This is an optimization exercise on Yosys and OpenROAD, whose aim is small area and a short achievable clock period, not a production implementation. Function was checked by simulation only, so behaviour that the tests miss may differ from the original. Power is estimated from default activity; no workload was simulated.

==> flow/design.v (outline; a module is shown in full before it is edited, if it fits) <==
// module Nbit_reg: 18 lines
// module Nbit_reg_nr: 12 lines
// module lc4_divider: 1596 lines
// module lc4_alu: 96 lines
// module lc4_decoder: 19 lines
// module lc4_regfile: 34 lines
// module lc4_processor: 129 lines
module lc4_processor
   (input  wire        clk,
    input  wire        rst,
    input  wire        gwe,
    output wire [15:0] o_cur_pc,
    input  wire [15:0] i_cur_insn,
    output wire [15:0] o_dmem_addr,
    input  wire [15:0] i_cur_dmem_data,
    output wire        o_dmem_we,
    output wire [15:0] o_dmem_towrite,
    output wire [1:0]  test_stall,
    output wire [15:0] test_cur_pc,
    output wire [15:0] test_cur_insn,
    output wire        test_regfile_we,
    output wire [2:0]  test_regfile_wsel,
    output wire [15:0] test_regfile_data,
    output wire        test_nzp_we,
    output wire [2:0]  test_nzp_new_bits,
    output wire        test_dmem_we,
    output wire [15:0] test_dmem_addr,
    output wire [15:0] test_dmem_data);
  // ...
==> flow/flow/run.sh <==
#!/bin/bash
set -eo pipefail
cd "$(dirname "$0")/.."
export BUFFER_PORTS_ARGS="-buffer_cell sky130_fd_sc_hd__buf_1"
SETUP_SLACK_MARGIN=28 bash standard.sh cts > standard_cts.log 2>&1
SETUP_SLACK_MARGIN=27.5 bash standard.sh > standard.log 2>&1
==> flow/standard.sh <==
#!/bin/bash
# synth_recipe.tcl (not shown) runs the flow's synth.tcl, then flattens the netlist and writes it again
# the make line also repeats each setting of config.mk as NAME=value (left out here)
make -C /OpenROAD-flow-scripts/flow DESIGN_CONFIG=/design/flow/config.mk WORK_HOME=/design/flow/orfs CLKGATE_MAP_FILE= SYNTH_SCRIPT=/design/flow/synth_recipe.tcl "${@:-finish}"
==> flow/config.mk <==
export PLATFORM = sky130hd
export DESIGN_NAME = lc4_processor
export DESIGN_NICKNAME = lc4_processor
export VERILOG_FILES = /design/flow/design.v
export SDC_FILE = /design/flow/constraint.sdc
export NUM_CORES = 4
export LEC_CHECK = 0
export ABC_AREA = 1
export CAP_MARGIN = 20
export CORE_MARGIN = 2
export CORE_UTILIZATION = 40
export CTS_BUF_LIST = sky130_fd_sc_hd__clkbuf_8
export SLEW_MARGIN = 20
==> flow/constraint.sdc <==
create_clock -name core_clock -period 40.0 [get_ports {clk}]
set_input_delay 8.0000 -clock core_clock [delete_from_list [all_inputs] [get_ports {clk}]]
set_output_delay 8.0000 -clock core_clock [all_outputs]
set_load 0.01 [all_outputs]
==> results.toml, run 1 <==
[setup_path]
cp_cell_sequence = "inv_1 > nor3_1 > a31oi_1 > nor2_2 > buf_4 > nand2_1 > o211ai_1 > o21ai_0 > nor4_1 > nand4_1 > inv_1 > nor2_1 > buf_1"
worst_path_max_delay_cell = "sky130_fd_sc_hd__nor4_1"
startpoint_type = "flip-flop"
setup.worst_path.end = "test_nzp_new_bits[0]"
critical_path_class = "reg2out"
startpoint = "w_rawh_reg.state[6]"
crit_path_max_incr_delay_ns = 0.52

[layout]
fraction_of_area_in_multi_input_gates_pct = 56.6
layoutNonFillerInstCount = 6625
area.sequential_sq_um = 8440
design.final.nets = 5636
fillerInstances = 8269
multi_input_area_sq_um = 22200
antenna-diode-count = 1
final.clkbuf_count = 73

[sta]
finalHoldWorstSlack_ns = 0.420
report.final.setup_viol = 0
worst_slew_pin_slew_ns = 1.20
setup_ws_ns = 27.90

[grt]
grt.met1_usage_pct = 45.3
initial_antenna_violation_count = 2
global_route.overflow_total = 0

[synth]
yosysTopAreaCell = "sky130_fd_sc_hd__dfxtp_1"
synth-adder-area-share_pct = 3.25
sequential_to_total_area_share_from_yosys_stat_pct = 25.9
fraction_of_registers_with_async_set_or_reset_after_synthesis_pct = 0
netlist_top_cells_count = "sky130_fd_sc_hd__nand2_1 (1212), sky130_fd_sc_hd__inv_1 (601), sky130_fd_sc_hd__o21ai_0 (453)"
yosys-mux-area-fraction_pct = 0.184
xor_and_xnor_area_share_after_synthesis_pct = 3.79
synth_area_leaders = "sky130_fd_sc_hd__dfxtp_1 (18%), sky130_fd_sc_hd__nand2_1 (14%), sky130_fd_sc_hd__edfxtp_1 (7.7%)"
dominant_combinational_cell_family_by_area_after_synthesis = "simple AND/OR/NAND/NOR gates"

[route]
route.vias.total = 39500
route.detailed.drc = 0
postRouteWirelength_microns = 152000

[clock_tree]
cts_inserted_buffers = 57
cts-htree-levels = 2
cts_tree = "done"

[run_status]
status = "finished clean"

[power]
cell_internal_pwr_mw = 0.859
powerSeq_mw = 0.423

[hold_path]
worst_hold_path_type = "reg2reg"
worstHoldEndpoint = "x_rawl_reg.state[5]"
worst_hold_startpoint = "d_rawl_reg.state[5]"

[die]
fp.dieH_microns = 289
tap_cells = 1060
==> run 2, diff against run 1 <==
==> flow/flow/run.sh (replaced) <==
#!/bin/bash
set -eo pipefail
cd "$(dirname "$0")/.."
export BUFFER_PORTS_ARGS="-buffer_cell sky130_fd_sc_hd__buf_1"
SETUP_SLACK_MARGIN=28 bash standard.sh cts > standard_cts.log 2>&1
bash standard.sh > standard.log 2>&1
--- a/flow/config.mk
+++ b/flow/config.mk
@@ -8,6 +8,8 @@
 export ABC_AREA = 1
 export CAP_MARGIN = 20
 export CORE_MARGIN = 2
-export CORE_UTILIZATION = 40
+export CORE_UTILIZATION = 50
 export CTS_BUF_LIST = sky130_fd_sc_hd__clkbuf_8
+export CTS_CLUSTER_SIZE = 20
+export PLACE_DENSITY = 0.7
 export SLEW_MARGIN = 20
==> results.toml, run 2 <==
[sta]
finalWorstPathRequiredPeriod_ns = 12.48
finalHoldViolCount = 0
finalHoldWorstSlack_ns = 0.419
rsz0062_at_grt = "no"
report.final.setup_viol = 0
finalMaxSlewViolations = 0
slew_headroom_pct = 18.5
setup_ws_ns = 27.52
setup_tns_ns = 0
worst_slew_pin_slew_ns = 1.21
clock_skew_ns = 0.0266
finalCritPeriodShare_pct = 31.2
timing.fmax_mhz = 80.2

[run_status]
status = "finished clean"

[placed_design]
portBuffers = 173
gpl.final_weighted_congestion = 1.04
place_ws_ns = 25.45
dpl.cell_count = 6096
dp.final_hpwl_microns = 103000
detailed_place.area_sq_um = 34200

[setup_path]
cp_data_required_time_ns = 40.56
setup.worst_path.end = "m_alu_reg.state[9]"
critical_path_class = "reg2reg"
critPathMostFrequentCell = "sky130_fd_sc_hd__nand2_1"
timing.rr.start = "byp_reg.state[2]"
worst_setup_path_end_kind = "flip-flop"
reg2regPathDepth = 93
worst_path_max_delay_cell = "sky130_fd_sc_hd__dfxtp_4"
startpoint_type = "flip-flop"
timing.reg2reg.setup_slack_ns = 27.52
path_delay_family = "simple AND/OR/NAND/NOR gates"
worst-path-buf-inv = 15
crit_fanout = 30
worstPathArrival_ns = 13.03
endpoint_of_the_worst_register_to_register_path = "m_alu_reg.state[9]"
crit_path_max_incr_delay_ns = 0.40
startpoint = "byp_reg.state[2]"
path_depth = 93

[grt]
grt_max_degree = 129
track_usage_pct = 40.3
grt_pass1_vias = 35100
global_route.overflow_total = 0
initial_antenna_violation_count = 4
grt_pass1_wl_microns = 209000

[run]
cap_violations = 0

[power]
post-layout-total-power_mw = 1.41
vdd.ir_drop.worst_uv = 32.9
power_leakage_nw = 16.4
power.density_cell_area_nw_per_um2 = 38.7

[synth]
synthesis.area_sq_um = 32600
synth-edff-count = 84
ys_ff_latch = 379
yosys.area.top_type_share_pct = 18.1
cell_count_after_synthesis = 5198
synth.most_common_cell = "sky130_fd_sc_hd__nand2_1"
netlist_top_cells_count = "sky130_fd_sc_hd__nand2_1 (1212), sky130_fd_sc_hd__inv_1 (601), sky130_fd_sc_hd__o21ai_0 (453)"
synthesis.nets = 5316
post_synth.cell_area_avg_sq_um = 6.27
yosysTopAreaCell = "sky130_fd_sc_hd__dfxtp_1"
fraction_of_registers_with_async_set_or_reset_after_synthesis_pct = 0
synth-main-ff-cell = "sky130_fd_sc_hd__dfxtp_1"
synth_area_leaders = "sky130_fd_sc_hd__dfxtp_1 (18%), sky130_fd_sc_hd__nand2_1 (14%), sky130_fd_sc_hd__edfxtp_1 (7.7%)"
sequential_to_total_area_share_from_yosys_stat_pct = 25.9
synthesis.yosys.warnings = 11
post_synth_num_cell_types = 75

[route]
drtAntennaViolNets = 0
routed_via_density = 6.21
postRouteWirelength_microns = 141000
detail_route.iter0.violations = 4922
route.detailed.wl_per_inst_microns = 22.6
route.vias.total = 38900
drtPass1Iterations = 6
route.detailed.drc = 0

[die]
fp.dieH_microns = 259
boundaryPins = 175
die-width_microns = 259
core-area_sq_um = 64500
initial_utilization_pct = 50.6
rows = 93
area_of_the_die_sq_um = 67300

[layout]
fillerInstances = 6514
layout-drive-gt1-share_pct = 9.50
design.final.nets = 5474
layout.cell_area.non_filler_sq_um = 36400
leading_cell_type_in_the_layout_fill_and_taps_excluded = "sky130_fd_sc_hd__nand2_1"
layoutNonFillerInstCount = 6260
area_growth_pct = 11.5
most-common-layout-cells = "sky130_fd_sc_hd__nand2_1 (1197), sky130_fd_sc_hd__inv_1 (613), sky130_fd_sc_hd__o21ai_0 (445)"
postLayoutCoreUtil_pct = 56.4

[clock_tree]
clkSinkCount = 379
cts-htree-levels = 2
cts_inserted_buffers = 55
insertion_delay_ns = 0.66
worst_setup_hold_path_clk_slew_ns = 0.08
cts_tree = "done"
clock_tree.root_cell = "sky130_fd_sc_hd__clkbuf_8"
ctsLongestPathBuffers = 3
cts.hold.buffers_added = 0

[hold_path]
worst_hold_path_type = "reg2reg"
-- run 2: final cells by class --
cell class,instances,area (sq um),area share (%)
antenna,4,10.0,0.0275
clock buffer,67,922,2.54
clock inverter,35,163,0.447
inverter,664,2550,7.02
multi-input combinational,3927,21100,58.0
sequential,379,8440,23.2
tap,855,1070,2.94
timing repair buffer,328,2110,5.79
timing repair inverter,1,7.51,0.0206
-- run 2: worst min path at each step --
stage | from | to | slack, ns | depth (start not counted)
after floorplan | m_rawl_reg.state[0] | w_rawl_reg.state[0] | 0.40 | 0
after global placement | d_rawl_reg.state[5] | x_rawl_reg.state[5] | 0.40 | 0
after detailed placement | m_rawl_reg.state[0] | w_rawl_reg.state[0] | 0.41 | 0
after CTS | m_rawl_reg.state[1] | w_rawl_reg.state[1] | 0.42 | 0
after global routing | m_rawl_reg.state[8] | w_rawl_reg.state[8] | 0.43 | 0
final | m_rawl_reg.state[0] | w_rawl_reg.state[0] | 0.42 | 0
-- run 2: cells by family after synthesis --
| kind of cell | count (synthesis) | share of synthesized area (%) |
|---|---|---|
| AO/OA/AOI/OAI | 1258 | 23.1 |
| XOR/XNOR | 138 | 3.79 |
| adder cells (fa/ha/maj) | 83 | 3.25 |
| flip-flops | 379 | 25.9 |
| AND/OR/NAND/NOR | 2439 | 33.1 |
| buffers and inverters | 894 | 10.7 |
| other | 1 | 0.0115 |
| multiplexers | 6 | 0.184 |
-- run 2: worst reg2reg max path, delay by kind of cell (launching register included) --
family                   cells  cell delay [ns]
AO/OA/AOI/OAI               10             2.11
flip-flops                   1             0.40
AND/OR/NAND/NOR             67             7.44
adder cells (fa/ha/maj)      1             0.24
buffers and inverters       15             2.21
-- run 2: repair_timing --
| action | 4_1_cts | 5_1_grt |
|---|---|---|
| gates resized for setup | 132 | 0 |
| endpoints found under the setup margin | 16 | 0 |
| buffers inserted | 54 | 0 |
-- run 2: layer usage --
metal  wire (microns)  track usage [%]  up-vias
met5               24                0        -
met4            10500             27.1        4
met3            16100             7.98      558
met2            59100             60.5     2579
met1            55300             52.2    17800
li1                 -                -    17900
-- run 2: power by group --
part | switching (mW) | internal, mW | leakage, nW | total (mW)
combinational | 0.469 | 0.205 | 12.5 | 0.674
sequential | 0.0149 | 0.409 | 3.24 | 0.424
clock | 0.160 | 0.152 | 0.633 | 0.311
==> run 3, diff against run 2 <==
--- a/flow/config.mk
+++ b/flow/config.mk
@@ -10,6 +10,5 @@
 export CORE_MARGIN = 2
 export CORE_UTILIZATION = 50
 export CTS_BUF_LIST = sky130_fd_sc_hd__clkbuf_8
-export CTS_CLUSTER_SIZE = 20
 export PLACE_DENSITY = 0.7
 export SLEW_MARGIN = 20
==> results.toml, run 3 <==
[setup_path]
worst_setup_path_end_kind = "flip-flop"
startpoint_type = "flip-flop"
critPathMostFrequentCell = "sky130_fd_sc_hd__nand2_1"
critical_path_class = "reg2reg"
worst_path_max_delay_cell = "sky130_fd_sc_hd__dfxtp_4"
cp_data_required_time_ns = 40.56
worstPathArrival_ns = 13.03
crit_fanout = 30
timing.rr.start = "byp_reg.state[2]"
crit_path_max_incr_delay_ns = 0.40
timing.reg2reg.setup_slack_ns = 27.52
endpoint_of_the_worst_register_to_register_path = "m_alu_reg.state[9]"
reg2regPathDepth = 93

[run]
cap_violations = 0

[route]
detail_route.iter0.violations = 4922
routed_via_density = 6.21
route.detailed.wl_per_inst_microns = 22.6
route.vias.total = 38900
drtAntennaViolNets = 0
postRouteWirelength_microns = 141000
drtPass1Iterations = 6
route.detailed.drc = 0

[grt]
global_route.overflow_total = 0
track_usage_pct = 40.3
initial_antenna_violation_count = 4
grt_pass1_vias = 35100
grt_pass1_wl_microns = 209000
grt_max_degree = 129

[synth]
post_synth.cell_area_avg_sq_um = 6.27
dominant_combinational_cell_family_by_area_after_synthesis = "simple AND/OR/NAND/NOR gates"
synth-simple-area-share_pct = 33.1
ys_ff_latch = 379
post_synth_num_cell_types = 75
synth_area_leaders = "sky130_fd_sc_hd__dfxtp_1 (18%), sky130_fd_sc_hd__nand2_1 (14%), sky130_fd_sc_hd__edfxtp_1 (7.7%)"
synth.most_common_cell = "sky130_fd_sc_hd__nand2_1"
synth-adder-area-share_pct = 3.25
fraction_of_registers_with_async_set_or_reset_after_synthesis_pct = 0
synthesis.nets = 5316
synth-edff-count = 84
yosys.area.top_type_share_pct = 18.1
synthesis.area_sq_um = 32600
netlist_top_cells_count = "sky130_fd_sc_hd__nand2_1 (1212), sky130_fd_sc_hd__inv_1 (601), sky130_fd_sc_hd__o21ai_0 (453)"
synth_compound_area_share_pct = 23.1
sequential_to_total_area_share_from_yosys_stat_pct = 25.9
cell_count_after_synthesis = 5198
yosysTopAreaCell = "sky130_fd_sc_hd__dfxtp_1"
xor_and_xnor_area_share_after_synthesis_pct = 3.79
synthesis.yosys.warnings = 11
synth-main-ff-cell = "sky130_fd_sc_hd__dfxtp_1"
yosys-mux-area-fraction_pct = 0.184

[hold_path]
hold_path_depth = 0
worst_hold_path_type = "reg2reg"
worst_hold_startpoint = "m_rawl_reg.state[0]"
worstHoldEndpoint = "w_rawl_reg.state[0]"

[clock_tree]
cts-htree-levels = 2
worst_setup_hold_path_clk_slew_ns = 0.08
cts.hold.buffers_added = 0
cts_tree = "done"
ctsLongestPathBuffers = 3
insertion_delay_ns = 0.66
cts_inserted_buffers = 55
clock_tree.root_cell = "sky130_fd_sc_hd__clkbuf_8"
clkSinkCount = 379

[die]
initial_utilization_pct = 50.6
core-area_sq_um = 64500
boundaryPins = 175
area_of_the_die_sq_um = 67300
die-width_microns = 259
fp.dieH_microns = 259
rows = 93

[run_status]
status = "finished clean"

[layout]
layout-drive-gt1-share_pct = 9.50
layoutNonFillerInstCount = 6260
most-common-layout-cells = "sky130_fd_sc_hd__nand2_1 (1197), sky130_fd_sc_hd__inv_1 (613), sky130_fd_sc_hd__o21ai_0 (445)"
design.final.nets = 5474
leading_cell_type_in_the_layout_fill_and_taps_excluded = "sky130_fd_sc_hd__nand2_1"
area_growth_pct = 11.5

[sta]
finalMaxSlewViolations = 0
slew_headroom_pct = 18.5
finalHoldViolCount = 0
setup_tns_ns = 0
finalCritPeriodShare_pct = 31.2
worst_slew_pin_slew_ns = 1.21
timing.fmax_mhz = 80.2
clock_skew_ns = 0.0266
rsz0062_at_grt = "no"
finalWorstPathRequiredPeriod_ns = 12.48
report.final.setup_viol = 0

[power]
post-layout-total-power_mw = 1.41
power.density_cell_area_nw_per_um2 = 38.7
vdd.ir_drop.worst_uv = 32.9
power_leakage_nw = 16.4

[placed_design]
gpl.final_weighted_congestion = 1.04
dpl.cell_count = 6096
dp.final_hpwl_microns = 103000
portBuffers = 173
run 3: cell counts after synthesis:
No cell type changed its count.
run 3: per-stage QoR:
step | setup WS (ns) | utilization, % | hold slack, ns | instance area [sq um]
5_1_grt | 26.42 | 56.4 | 0.431 | 36400
3_5_place_dp | 25.45 | 53.0 | 0.405 | 34200
6_report | 27.52 | 56.4 | 0.419 | 36400
2_1_floorplan | 29.24 | - | 0.400 | 32600
4_1_cts | 28.00 | 56.4 | 0.417 | 36300
3_3_place_gp | 25.65 | 53.0 | 0.402 | 34200
run 3: timing repair:
item,4_1_cts,5_1_grt
resized for setup,132,0
setup buffers,54,0
endpoints found under the setup margin,16,0
hold endpoints to repair,0,0
run 3: cell type report:
type,count,area [sq um]
fill,6514,28100
multi-input combinational,3927,21100
sequential,379,8440
inverter,664,2550
timing repair buffer,328,2110
tap,855,1070
clock buffer,67,922
clock inverter,35,163
antenna,4,10.0
timing repair inverter,1,7.51
run 3: cell families (layout without fill, tap and decap cells):
group / after synthesis / count (layout)
other: 1 / 5
muxes: 6 / 6
xor gates and xnor gates: 138 / 138
and+or+nand+nor: 2439 / 2439
adders and majority gates: 83 / 83
DFF: 379 / 379
AOI/OAI and AO/OA: 1258 / 1260
buffers and inverters: 894 / 1095
run 3: worst max-delay path by stage:
stage,from,to,slack [ns],cells past startpoint
after global placement,byp_reg.state[0],m_alu_reg.state[9],25.65,94
after CTS,byp_reg.state[2],m_alu_reg.state[3],28.00,100
final,byp_reg.state[2],m_alu_reg.state[9],27.52,93
after global routing,w_alu_reg.state[8],m_alu_reg.state[3],26.42,106
after floorplan,byp_reg.state[2],m_alu_reg.state[12],29.24,96
after detailed placement,byp_reg.state[0],m_alu_reg.state[9],25.45,94
run 3: metal layers:
metal  GRT usage [%]  part of all wire, %  vias up
met5               0                0.017        -
met4            27.1                  7.5        4
met3            7.98                   11      558
met2            60.5                   42     2579
met1            52.2                   39    17800
li1                -                    -    17900
run 3: worst max-delay path: cells and delay by family, from the launching register on:
family,cells,cell delay (ns)
fa+ha+maj,1,0.23
simple gates,67,7.39
compound gates,10,2.10
buf+inv,15,2.20
flops,1,0.40
run 3: power breakdown:
part	leakage, nW	switching [mW]	total, mW	internal [mW]
registers	3.24	0.0149	0.424	0.409
logic	12.5	0.469	0.674	0.205
clock network	0.633	0.160	0.311	0.152

==> static timing again, ports no longer ideal <==
How much do the figures lean on ideal ports? The routed layouts below were timed once more, with nothing changed but the port constraints. Step 1 assumes that a clkbuf_16 drives the clock port and a buf_2 every other input. Step 2, shift: input delay + t, output delay - t, t = (earliest + latest rising clock arrival at the registers) / 2. This alone moves slack from input paths to output paths. Slacks: ideal ports / drivers / drivers and shift; pairs: ideal ports / drivers.
run	t, ns	setup slack, ns	worst hold slack (ns)	worst slew at a driven data input, ns	pins driven straight from the clock port
run 1	0.696	27.897 / 27.834 / 27.990	0.420 / 0.420 / 0.420	0.04	1
run 2	0.702	27.524 / 27.524 / 27.524	0.419 / 0.419 / 0.419	0.05	1
run 3	0.702	27.524 / 27.524 / 27.524	0.419 / 0.419 / 0.419	0.05	1
After both steps every run listed still meets setup and hold.
